Context: an optimization exercise on an open-source flow, tuned for a short achievable clock period and few clock cycles. The choices shown serve that exercise and are no tape-out recipe.
Only simulation tests tie the RTL to the original design; equivalence was not proved.
Power is estimated from default activity; no workload was simulated.

// rv32i_cpu_t
module rv32i_cpu_t(
    input wire clk,                    
    input wire reset,                  
    input wire hold,                   
    input wire [31:0] in_data,         
    output wire [3:0] out_write_mask,  
    output wire [31:0] out_mem_addr,   
    output wire [31:0] out_data        
    );
  localparam RESET_VECTOR  = 32'h00010074;
  localparam STACK_POINTER = 32'hffffffff;
  reg [31:0] fpc;       
  reg [31:0] aq;        
  reg        d_valid;
  reg [31:0] d_inst;
  reg [31:0] d_pc;
  reg [31:0] d_pc4;
  reg        d_bp;      
  reg [7:0]  d_bpsel;   
  reg [31:0] d_bptgt;   
  reg        d_fill;    
  reg        e_valid;
  reg [31:0] e_a;       
  reg [31:0] e_b;       
  reg [31:0] e_r2;      
  reg [31:0] e_pre;     
  reg [31:0] e_alt;     
  reg [31:0] e_alt4;    
  reg [4:0]  e_rd;
  reg        e_wen;
  reg        e_load;    
  reg        e_store;
  reg        e_br;      
  reg        e_jalr;
  reg        e_inv;     
  reg [31:0] e_pc;
  reg [31:0] e_btgt;    
  reg        e_jal;
  reg        e_bp;
  reg [7:0]  e_bpsel;
  ...
==> flow/config.mk <==
export PLATFORM = sky130hd
export DESIGN_NAME = rv32i_cpu_t
export DESIGN_NICKNAME = rv32i_cpu_t
export VERILOG_FILES = /design/flow/design.v
export SDC_FILE = /design/flow/constraint.sdc
export NUM_CORES = 4
export LEC_CHECK = 0
export ABC_CLOCK_PERIOD_IN_PS = 4000
export CAP_MARGIN = 20
export CORE_MARGIN = 2
export CORE_UTILIZATION = 40
export SLEW_MARGIN = 20
==> flow/constraint.sdc <==
create_clock -name core_clock -period 12.0 [get_ports {clk}]
set_input_delay 2.4000 -clock core_clock [delete_from_list [all_inputs] [get_ports {clk}]]
set_output_delay 2.4000 -clock core_clock [all_outputs]
set_load 0.01 [all_outputs]
standard.sh (not shown) runs the stock make flow with config.mk's settings and CLKGATE_MAP_FILE= SYNTH_SCRIPT=/design/flow/synth_recipe.tcl, a recipe that flattens the netlist after the stock synthesis.
==> flow/flow/run.sh <==
#!/bin/bash
set -euo pipefail
bash standard.sh SETUP_SLACK_MARGIN=8.5 "BUFFER_PORTS_ARGS=-buffer_cell sky130_fd_sc_hd__buf_4" finish > layout.log 2>&1
Testbench counts at the start, summed over its fixed seeds: cycles 206,256.
==> next run, changes <==
--- a/flow/design.v
+++ b/flow/design.v
@@ -306,17 +306,12 @@
       d_valid <= 1'b0;
       e_valid <= 1'b0;
       m_valid <= 1'b0;
       m_port  <= 1'b0;
       m_mask  <= 4'd0;
       m_sd    <= 32'd0;    
-      e_a     <= 32'd0;
-      e_b     <= 32'd0;
-      e_r2    <= 32'd0;
-      d_inst  <= 32'd0;
-      d_pc    <= 32'd0;
       w_wen   <= 1'b0;
       d_fill  <= 1'b0;
       u_alloc <= 1'b0;
       u_fix   <= 1'b0;
       u_clear <= 1'b0;
     end else if (hold) begin
@@ -330,40 +325,37 @@
                            d_fire ? 1'b0 : d_valid & ~e_redirect);
       e_valid <= d_fire & ~e_redirect;
       m_valid <= e_valid;
       m_port  <= e_port;
       m_mask  <= (e_valid & e_store) ? smask : 4'd0;
       m_sd    <= sdata;
-      e_a     <= a_next;
-      e_b     <= b_next;
-      e_r2    <= r2_next;
-      if (e_fast) begin
-        d_inst  <= al_q;
-        d_pc    <= e_alt;
-      end else if (f_fire) begin
-        d_inst <= ic_hit ? ic_q : in_data;
-        d_pc   <= fpc;
-      end
       w_wen   <= m_valid & m_wen;
       d_fill  <= f_fire & ~ic_hit;
       u_alloc <= m_valid & m_ctl & m_taken & ~m_bp;
       u_fix   <= m_valid & m_ctl & m_taken & m_bp;
       u_clear <= m_valid & m_ctl & ~m_taken & m_bp;
     end
   end
   always @(posedge clk) begin
     if (!hold) begin
       if (e_fast) begin
+        d_inst  <= al_q;
+        d_pc    <= e_alt;
         d_pc4   <= e_alt4;
         d_bp    <= 1'b0;
       end else if (f_fire) begin
+        d_inst <= ic_hit ? ic_q : in_data;
+        d_pc   <= fpc;
         d_pc4  <= fpc4;
         d_bp    <= bt_any;
         d_bpsel <= bt_hit;
         d_bptgt <= {bt_htgt, 2'b00};
       end
+      e_a      <= a_next;
+      e_b      <= b_next;
+      e_r2     <= r2_next;
       e_pre    <= ({32{d_is_lui}} & d_immu) | ({32{d_is_auipc}} & d_tu) |
                   ({32{~d_is_lui & ~d_is_auipc}} & d_pc4);
       e_alt    <= d_pred ? d_pc4 : d_tgt;
       e_alt4   <= d_pred ? d_pc4 + 32'd4 : d_pc4 + d_immb;
       e_rd     <= d_rd;
       e_wen    <= d_wen;
What happened: The changed run passed the timing, DRC and antenna checks; clock skew is about the same; final area is lower slightly; wire length shrinks by a few percent; clock power hardly moves; die area shrinks slightly; utilization goes down by 0.76 points; area after synthesis goes down slightly; global-route usage drops by 0.39 points; combinational power rises by about a fifth; final cell count goes down by a few percent.
Testbench counts after the change, summed over its fixed seeds: cycles 206,256.

==> what the ideal ports hide <==
How much do the figures lean on ideal ports? The routed layouts below were timed once more, with nothing changed but the port constraints. Step 1, drivers: a clkbuf_16 drives clk and a buf_2 each remaining input, both assumed. Step 2 also shifts input and output timing later by t, the mid clock arrival at the registers, as if the neighbouring blocks saw the same clock. a / b / c = no drivers / after step 1 / after step 2; a / b = the first two.
run	t, ns	slack for setup (ns)	worst register clock-pin slew, ns
the first run	1.107	7.896 / 7.854 / 7.242	0.08 / 0.08
the second run	1.113	7.748 / 7.748 / 7.301	0.07 / 0.07
After both steps every run listed still meets setup and hold. The setup slack of the first run, which loses most, moves by -0.042 ns with the drivers and by -0.654 ns with both steps.
